Background: an optimization exercise with open tools, aiming at small area. Do not read the settings as production practice. In this exercise RTL edits were held to simulation tests only and were not proved equivalent to the original. Power figures rest on the tool's default switching activity, not on a simulated workload.

File: flow/run.sh
#!/bin/bash
# synth_recipe.tcl (not shown) runs the flow's synth.tcl, then flattens the netlist and writes it again
# the make line also repeats each setting of config.mk as NAME=value (left out here)
make -C /OpenROAD-flow-scripts/flow DESIGN_CONFIG=/design/flow/config.mk WORK_HOME=/design/flow/orfs CLKGATE_MAP_FILE= SYNTH_SCRIPT=/design/flow/synth_recipe.tcl finish
File: flow/config.mk
export PLATFORM = sky130hd
export DESIGN_NAME = processor
export DESIGN_NICKNAME = processor
export VERILOG_FILES = /design/flow/design.v
export SDC_FILE = /design/flow/constraint.sdc
export NUM_CORES = 4
export LEC_CHECK = 0
export CAP_MARGIN = 20
export CORE_MARGIN = 2
export CORE_UTILIZATION = 40
export SLEW_MARGIN = 20
File: flow/constraint.sdc
create_clock -name core_clock -period 12.0 [get_ports {clk}]
set_input_delay 2.4000 -clock core_clock [delete_from_list [all_inputs] [get_ports {clk}]]
set_output_delay 2.4000 -clock core_clock [all_outputs]
set_load 0.01 [all_outputs]
File: flow/design.v
module add4(
    input wire [31:0] pc_in,
    output wire [31:0] pc_out
);
        assign pc_out = pc_in + 4;
endmodule
module mux(
    input wire [31:0] i0,
    input wire [31:0] i1,
    input wire sel,
    output wire [31:0] y
);
    assign y = (sel == 1'b1) ? i1 : i0;
endmodule
module alu(
    input wire [31:0] operandA,
    input wire [31:0] operandB,
    input wire sub,
    input wire arith,
    input wire [2:0] f3,
    output wire [31:0] sum,
    output wire eq,
    output wire ltu,
    output wire lt,
    output reg [31:0] result
);
    wire [32:0] s = {1'b0, operandA} + {1'b0, operandB ^ {32{sub}}} + {32'b0, sub};
    assign sum = s[31:0];
    assign eq = (s[31:0] == 32'b0);
    assign ltu = ~s[32];
    assign lt = (operandA[31] ^ operandB[31]) ? operandA[31] : ltu;
    wire left = (f3 == 3'b001);
    reg [31:0] ra, rr;
    integer i;
    always @(*) for (i = 0; i < 32; i = i + 1) ra[i] = operandA[31 - i];
    wire [31:0] shin = left ? ra : operandA;
    wire [31:0] shr = $signed({arith & ~left & operandA[31], shin}) >>> operandB[4:0];
    always @(*) for (i = 0; i < 32; i = i + 1) rr[i] = shr[31 - i];
    always @(*) begin
        case (f3)
            3'b000: result = sum;
            3'b001: result = rr;
            3'b010: result = {31'b0, lt};
            3'b011: result = {31'b0, ltu};
            3'b100: result = operandA ^ operandB;
            3'b101: result = shr;
            3'b110: result = operandA | operandB;
            default: result = operandA & operandB;
        endcase
    end
endmodule
module program_counter(
    input wire clk,
    input wire reset,
    input wire [31:1] pc_in,
    output wire [31:0] pc_out
);
    reg [31:1] pc_reg;
    assign pc_out = {pc_reg, 1'b0};
    always @(posedge clk or posedge reset) begin
        if (reset) pc_reg <= 31'h0;
        else pc_reg <= pc_in;
    end
endmodule
module register_file(
    input wire clk,
    input wire reset,
    input wire [4:0] read_addr1,
    input wire [4:0] read_addr2,
    input wire write_enable,
    input wire [4:0] write_addr,
    input wire [31:0] write_data,
    output wire [31:0] data_out1,
    output wire [31:0] data_out2,
    output wire [31:0] x1,
    output wire [31:0] x2,
    output wire [31:0] x3,
    output wire [31:0] x4
);
    reg [31:0] rlo [1:4];
    reg [31:0] rhi [5:31];
    reg [31:5] valid;
    assign x1 = rlo[1];
    assign x2 = rlo[2];
    assign x3 = rlo[3];
    assign x4 = rlo[4];
    integer i;
    always @(posedge clk or posedge reset) begin
        if (reset) begin
            for (i = 1; i <= 4; i = i + 1) rlo[i] <= 32'b0;
            valid <= 27'b0;
        end else if (write_enable) begin
            for (i = 1; i <= 4; i = i + 1)
                if (write_addr == i) rlo[i] <= write_data;
            for (i = 5; i <= 31; i = i + 1)
                if (write_addr == i) valid[i] <= 1'b1;
        end
    end
    always @(posedge clk) begin
        if (write_enable)
            for (i = 5; i <= 31; i = i + 1)
                if (write_addr == i) rhi[i] <= write_data;
    end
    reg [31:0] r1, r2;
    always @(*) begin
        r1 = 32'b0;
        r2 = 32'b0;
        for (i = 1; i <= 4; i = i + 1) begin
            r1 = r1 | (rlo[i] & {32{read_addr1 == i}});
            r2 = r2 | (rlo[i] & {32{read_addr2 == i}});
        end
        for (i = 5; i <= 31; i = i + 1) begin
            r1 = r1 | (rhi[i] & {32{read_addr1 == i && valid[i]}});
            r2 = r2 | (rhi[i] & {32{read_addr2 == i && valid[i]}});
        end
    end
    assign data_out1 = r1;
    assign data_out2 = r2;
endmodule
module control(
    input wire [31:0] instruction,
    input wire [31:0] address_from_pc,
    input wire [31:0] data_from_rs2,
    input wire [31:0] data_from_mem,
    input wire [1:0] mem_addr_lo,      
    input wire eq,
    input wire lt,
    input wire ltu,
    output wire [4:0] read_addr_rs1,   
    output wire [4:0] read_addr_rs2,
    output wire [4:0] write_addr_register_file,
    output wire write_enable_register_file,
    output wire sel_pc_a,              
    output wire [31:0] operand_b,      
    output wire alu_sub,
    output wire alu_arith,
    output wire [2:0] alu_f3,
    output wire jump,                  
    output wire branch_taken,
    output wire [31:0] branch_imm,
    output wire wb_link,               
    output wire wb_load,               
    output wire [31:0] load_data,
    output wire write_enable_data_mem,
    output wire read_enable_data_mem,
    output wire [31:0] data_to_mem,
    output wire [3:0] strobe_to_mem
);
    wire [31:0] ins = instruction;
    wire [2:0] f3 = ins[14:12];
    wire alt = (ins[31:25] == 7'b0100000);
    wire ok = (ins[1:0] == 2'b11);
    wire [4:0] op = ins[6:2];
    wire is_op    = ok && op == 5'b01100;
    wire is_opimm = ok && op == 5'b00100;
    wire is_lui   = ok && op == 5'b01101;
    wire is_auipc = ok && op == 5'b00101;
    wire is_jal   = ok && op == 5'b11011;
    wire is_jalr  = ok && op == 5'b11001;
    wire is_br    = ok && op == 5'b11000;
    wire is_load  = ok && op == 5'b00000;
    wire is_store = ok && op == 5'b01000;
    wire [31:0] immI = {{20{ins[31]}}, ins[31:20]};
    wire [31:0] immS = {{20{ins[31]}}, ins[31:25], ins[11:7]};
    wire [31:0] immB = {{20{ins[31]}}, ins[7], ins[30:25], ins[11:8], 1'b0};
    wire [31:0] immU = {ins[31:12], 12'b0};
    wire [31:0] immJ = {{12{ins[31]}}, ins[19:12], ins[20], ins[30:21], 1'b0};
    assign read_addr_rs1 = (is_lui | is_auipc | is_jal) ? 5'd0 : ins[19:15];
    assign read_addr_rs2 = ins[24:20];
    assign write_addr_register_file = ins[11:7];
    assign write_enable_register_file = is_op | is_opimm | is_lui | is_auipc | is_jal | is_jalr | is_load;
    assign sel_pc_a = is_auipc | is_jal;
    assign operand_b = (is_op | is_br) ? data_from_rs2 :
                       is_store ? immS :
                       (is_lui | is_auipc) ? immU :
                       is_jal ? immJ : immI;
    assign alu_sub = is_br | ((is_op | is_opimm) & (f3[2:1] == 2'b01)) | (is_op & f3 == 3'b000 & alt);
    assign alu_arith = alt;
    assign alu_f3 = (is_op | is_opimm) ? f3 : 3'b000;
    assign jump = is_jal | is_jalr;
    assign branch_taken = is_br & (f3[2] ? ((f3[1] ? ltu : lt) ^ f3[0]) : (~f3[1] & (eq ^ f3[0])));
    assign branch_imm = immB;
    assign wb_link = is_jal | is_jalr;
    assign wb_load = is_load;
    wire [7:0] lbyte = mem_addr_lo[1] ? (mem_addr_lo[0] ? data_from_mem[31:24] : data_from_mem[23:16])
                                      : (mem_addr_lo[0] ? data_from_mem[15:8] : data_from_mem[7:0]);
    wire [15:0] lhalf = mem_addr_lo[1] ? data_from_mem[31:16] : data_from_mem[15:0];
    reg [31:0] ld;
    always @(*) begin
        case (f3)
            3'b000: ld = {{24{lbyte[7]}}, lbyte};
            3'b100: ld = {24'b0, lbyte};
            3'b001: ld = {{16{lhalf[15]}}, lhalf};
            3'b101: ld = {16'b0, lhalf};
            3'b010: ld = data_from_mem;
            default: ld = 32'b0;
        endcase
    end
    assign load_data = ld;
    assign read_enable_data_mem = is_load;
    assign write_enable_data_mem = is_store & ~f3[2] & ~(f3[1] & f3[0]);
    assign strobe_to_mem = f3[1] ? 4'b1111 :
                           f3[0] ? (mem_addr_lo[1] ? 4'b1100 : 4'b0011) :
                           (4'b0001 << mem_addr_lo);
    assign data_to_mem[7:0]   = data_from_rs2[7:0];
    assign data_to_mem[15:8]  = (f3[1] | f3[0]) ? data_from_rs2[15:8] : data_from_rs2[7:0];
    assign data_to_mem[23:16] = f3[1] ? data_from_rs2[23:16] : data_from_rs2[7:0];
    assign data_to_mem[31:24] = f3[1] ? data_from_rs2[31:24] : f3[0] ? data_from_rs2[15:8] : data_from_rs2[7:0];
endmodule
module processor(
    input wire clk,
    input wire reset,
    output [31:0] imem_addr,
    input wire [31:0] imem_data,
    output [31:0] dmem_addr,
    output [31:0] dmem_wdata,
    output [3:0] dmem_wstrb,
    output dmem_we,
    output dmem_re,
    input wire [31:0] dmem_rdata,
    output [31:0] x1,
    output [31:0] x2,
    output [31:0] x3,
    output [31:0] x4
);
    wire [31:0] pc;
    wire [31:0] rs1_data, rs2_data;
    wire [4:0] ra1, ra2, wa;
    wire rf_we;
    wire [31:0] wb;
    wire sel_pc_a, alu_sub, alu_arith, jump, branch_taken, wb_link, wb_load;
    wire [2:0] alu_f3;
    wire [31:0] operand_a, operand_b, sum, result, branch_imm, load_data;
    wire eq, lt, ltu;
    assign imem_addr = pc;
    assign dmem_addr = sum;
    register_file register_file0(
        .clk(clk), .reset(reset),
        .read_addr1(ra1), .read_addr2(ra2),
        .write_enable(rf_we), .write_addr(wa), .write_data(wb),
        .data_out1(rs1_data), .data_out2(rs2_data),
        .x1(x1), .x2(x2), .x3(x3), .x4(x4)
    );
    control control0(
        .instruction(imem_data),
        .address_from_pc(pc),
        .data_from_rs2(rs2_data),
        .data_from_mem(dmem_rdata),
        .mem_addr_lo(sum[1:0]),
        .eq(eq), .lt(lt), .ltu(ltu),
        .read_addr_rs1(ra1), .read_addr_rs2(ra2),
        .write_addr_register_file(wa),
        .write_enable_register_file(rf_we),
        .sel_pc_a(sel_pc_a),
        .operand_b(operand_b),
        .alu_sub(alu_sub), .alu_arith(alu_arith), .alu_f3(alu_f3),
        .jump(jump), .branch_taken(branch_taken), .branch_imm(branch_imm),
        .wb_link(wb_link), .wb_load(wb_load), .load_data(load_data),
        .write_enable_data_mem(dmem_we),
        .read_enable_data_mem(dmem_re),
        .data_to_mem(dmem_wdata),
        .strobe_to_mem(dmem_wstrb)
    );
    assign operand_a = rs1_data | (pc & {32{sel_pc_a}});
    alu alu0(
        .operandA(operand_a), .operandB(operand_b),
        .sub(alu_sub), .arith(alu_arith), .f3(alu_f3),
        .sum(sum), .eq(eq), .ltu(ltu), .lt(lt),
        .result(result)
    );
    wire [31:1] pc_next_seq = pc[31:1] + (branch_taken ? branch_imm[31:1] : 31'd2);
    wire [31:1] pc_in = jump ? sum[31:1] : pc_next_seq;
    assign wb = wb_link ? {pc_next_seq, 1'b0} : wb_load ? load_data : result;
    program_counter program_counter0(
        .clk(clk), .reset(reset),
        .pc_in(pc_in), .pc_out(pc)
    );
endmodule
==> results.txt <==
-- per-layer routing --
layer | track usage [%] | wire length, um | vias up | part of all wire (%)
met4 | 45.2 | 44400 | 40 | 11
met3 | 30.6 | 69100 | 2285 | 17
met1 | 62.9 | 133000 | 30100 | 33
li1 | - | - | 22400 | -
met2 | 75.8 | 159000 | 6883 | 39
met5 | 1.06 | 602 | - | 0.15
-- worst max-delay path by stage --
stage / to / slack [ns] / start / cells after the start
3_3_place_gp: register_file0.rhi[20][28] / -3.17 / imem_data[4] / 47
4_1_cts: register_file0.rhi[14][31] / -0.84 / imem_data[2] / 50
2_1_floorplan: register_file0.rhi[10][31] / -0.37 / imem_data[21] / 48
3_5_place_dp: register_file0.rhi[7][28] / -3.12 / imem_data[2] / 49
5_1_grt: register_file0.rhi[24][31] / -0.91 / imem_data[6] / 49
6_report: register_file0.rhi[16][31] / -0.86 / imem_data[16] / 47
-- logic make-up after synthesis --
kind of cell | count (synthesis) | synth area share (%)
simple gates | 1261 | 11.4
compound gates | 1669 | 22.3
fa+ha+maj | 127 | 2.88
mux | 190 | 3.81
xor+xnor | 81 | 1.27
flops | 1050 | 54.9
buf+inv | 505 | 3.44
other cells | 1 | 0.00673
-- final cells by class --
| type | instances | area (um2) | share of cell area, % |
|---|---|---|---|
| Antenna cell | 47 | 118 | 0.152 |
| Clock buffer | 152 | 3210 | 4.16 |
| Clock inverter | 67 | 892 | 1.15 |
| Inverter | 115 | 500 | 0.647 |
| Multi-Input combinational cell | 3329 | 25500 | 32.9 |
| Sequential cell | 1050 | 30600 | 39.6 |
| Tap cell | 1794 | 2240 | 2.90 |
| Timing Repair Buffer | 1557 | 14300 | 18.4 |
| Timing Repair inverter | 2 | 22.5 | 0.0291 |
-- worst max-delay path, delay by kind of cell --
family                     cells  cell delay [ns]
buffers and inverters          9             1.71
adders and majority gates      3             0.78
AOI/OAI and AO/OA             16             4.34
and+or+nand+nor               17             3.74
xor gates and xnor gates       1             0.13
muxes                          1             0.22
-- cell usage after synthesis (59+ instances only) --
cell / number
a21oi_1: 223
a22o_1: 165
nor3_1: 85
clkbuf_1: 319
mux2_2: 69
mux2i_1: 110
a221oi_1: 151
a222oi_1: 102
a22oi_1: 457
nand3_1: 155
nand2_1: 330
xnor2_1: 61
nor2_1: 235
nand4_1: 122
dfrtp_1: 186
and3_1: 94
o21ai_0: 180
ha_1: 125
edfxtp_1: 864
inv_1: 113
buf_1: 59
-- repair_timing --
item / CTS / global route
resized for setup: 189 / 260
pin swaps: 72 / 128
cloned: 3 / 9
setup endpoints to repair: 828 / 745
buffers inserted: 34 / 70
hold buffers: 0 / 0
-- metrics by stage --
stage                     hold slack, ns  area [um2]
after floorplan                    0.475       56200
after global placement             0.548       70200
after detailed placement           0.546       70200
after CTS                          0.563       75400
after global routing               0.593       77200
final                              0.594       77300
-- where the power goes --
| group | internal (mW) | total, mW | switching [mW] |
|---|---|---|---|
| clock | 2.23 | 3.89 | 1.66 |
| sequential | 4.15 | 4.41 | 0.255 |
| combinational | 0.938 | 2.34 | 1.40 |
==> impl_metrics.toml <==
[run_status]
status = "failed layout checks"
so.violations = "negative setup slack"

[power_and_ir_drop]
vdd_drop_max_mv = 0.136
power_density_nw_per_um2 = 138
total_power_mw = 10.6
leakagePower_nw = 29.8

[sta]
fin_crit_sh_pct = 107
hold_violations = 0
worst_slew_pin_slew_ns = 1.35
fin_skew_ns = 0.0899
fmax_mhz = 77.8
fin_setup_tns_ns = -181.92
slew-limit-headroom_pct = 9.25
final.setup.worst_slack_ns = -0.862
post-route-min-period_ns = 12.86
setup_viol = 529
finalMaxSlewViolations = 0
rsz0062_at_grt = "yes"

[setup_path]
rrSetupSlack_ns = 0.65
r2r_end = "register_file0.rhi[16][31]"
criticalPathCategory = "primary input to flop"
cp-end-kind = "flop"
worstSetupStartpointType = "primary input"
arrival_ns = 13.39
crit_fanout = 27
cp_slowest_cell = "a222oi_1"
ff2ff_path_depth = 49
worstPathRequired_ns = 12.53
r2r_start = "register_file0.valid[15]"
crit_path_max_incr_delay_ns = 0.53

[drt]
dr.pass1.iters = 12
via_count = 61700
viasPerCell = 7.61
ant_nets = 0
drt_iter0_markers = 14000
wire_per_inst_um = 50.1
drc = 0
wl_mm = 406

[yosys]
synth_area_leader_cell = "edfxtp_1"
syn_nets = 5077
synthDistinctLibCells = 93
seq_area_frac_synth_pct = 54.9
syn_avg_cell_area_um2 = 11.4
synth_area_um2 = 55800
synth_flop_cell = "edfxtp_1"
yosysWarnings = 6
synth.area.top_cells = "edfxtp_1 47%, dfrtp_1 8.3%, a22oi_1 6.2%"
synth_edf_count = 864
async_flop_share_pct = 17.7
synth_cells = 4884
synth_seq_cells = 1050
synthDominantCellAreaShare_pct = 46.5

[cells_and_area]
area_delta_synth_final_pct = 38.7
mostFrequentLayoutCells = "1086 x buf_4, 864 x edfxtp_1, 450 x a22oi_1"
fill_cells = 11800
nNetsFinal = 6363
largest_reg_flops = 864
fin_cells = 8113
drive_gt1_share_pct = 30.8
layout_commonest_cell = "buf_4"
utilization_pct = 56.1

[clock_tree]
root_buffer = "clkbuf_16"
numCtsBuffers = 115
h-tree-depth = 3
cts_sinks = 1050
clock_latency_ns = 0.80
path_clk_slew_ns = 0.06
cts_tree = "yes"
clk_path_buf_depth = 3

[floorplan]
coreArea_um2 = 138000
dieHeight_um = 377
dieWidth_um = 377
rows = 136
initial_core_util_pct = 40.5
io_pins = 296
die_area_um2 = 142000

[min_path]
holdPathStages = 2
holdPathEnd = "register_file0.rlo[4][20]"
hold_class = "flop to flop"
hp-start = "register_file0.rlo[4][20]"

[global_routing]
grt.overflow.total = 0
grt_pass1_wl_mm = 524
grt_usage_pct = 55.4
first_global_vias = 56300
grt_start_max_net_pins = 54
antenna_found_initial = 42

[placement]
portBuffers = 294
dp.cells = 7742
hpwl_mm = 291
gp_congestion = 1.16
dpl_worst_slack_ns = -3.12

[flow_run]
cap_violations = 0

-- static timing again, ports no longer ideal --
Ports are ideal in the flow. The routed layout listed here was re-timed in OpenROAD. Step 1 assumes that a clkbuf_16 drives the clock port and a buf_2 every other input. Step 2 adds t to the input delays and takes it off the output delays; t is the mean of the earliest and latest rising clock arrival at the registers after step 1. Input paths then give back, and output paths get back, about the clock's delay inside the block. Slacks: ideal ports / drivers / drivers and shift; pairs: ideal ports / drivers.
t, ns: 0.851
setup slack, ns: -0.862 / -0.795 / -1.646
latest minus earliest clock arrival (ns): 0.090 / 0.090
The setup slack of this run moves by +0.067 ns with the drivers and by -0.784 ns with both steps.
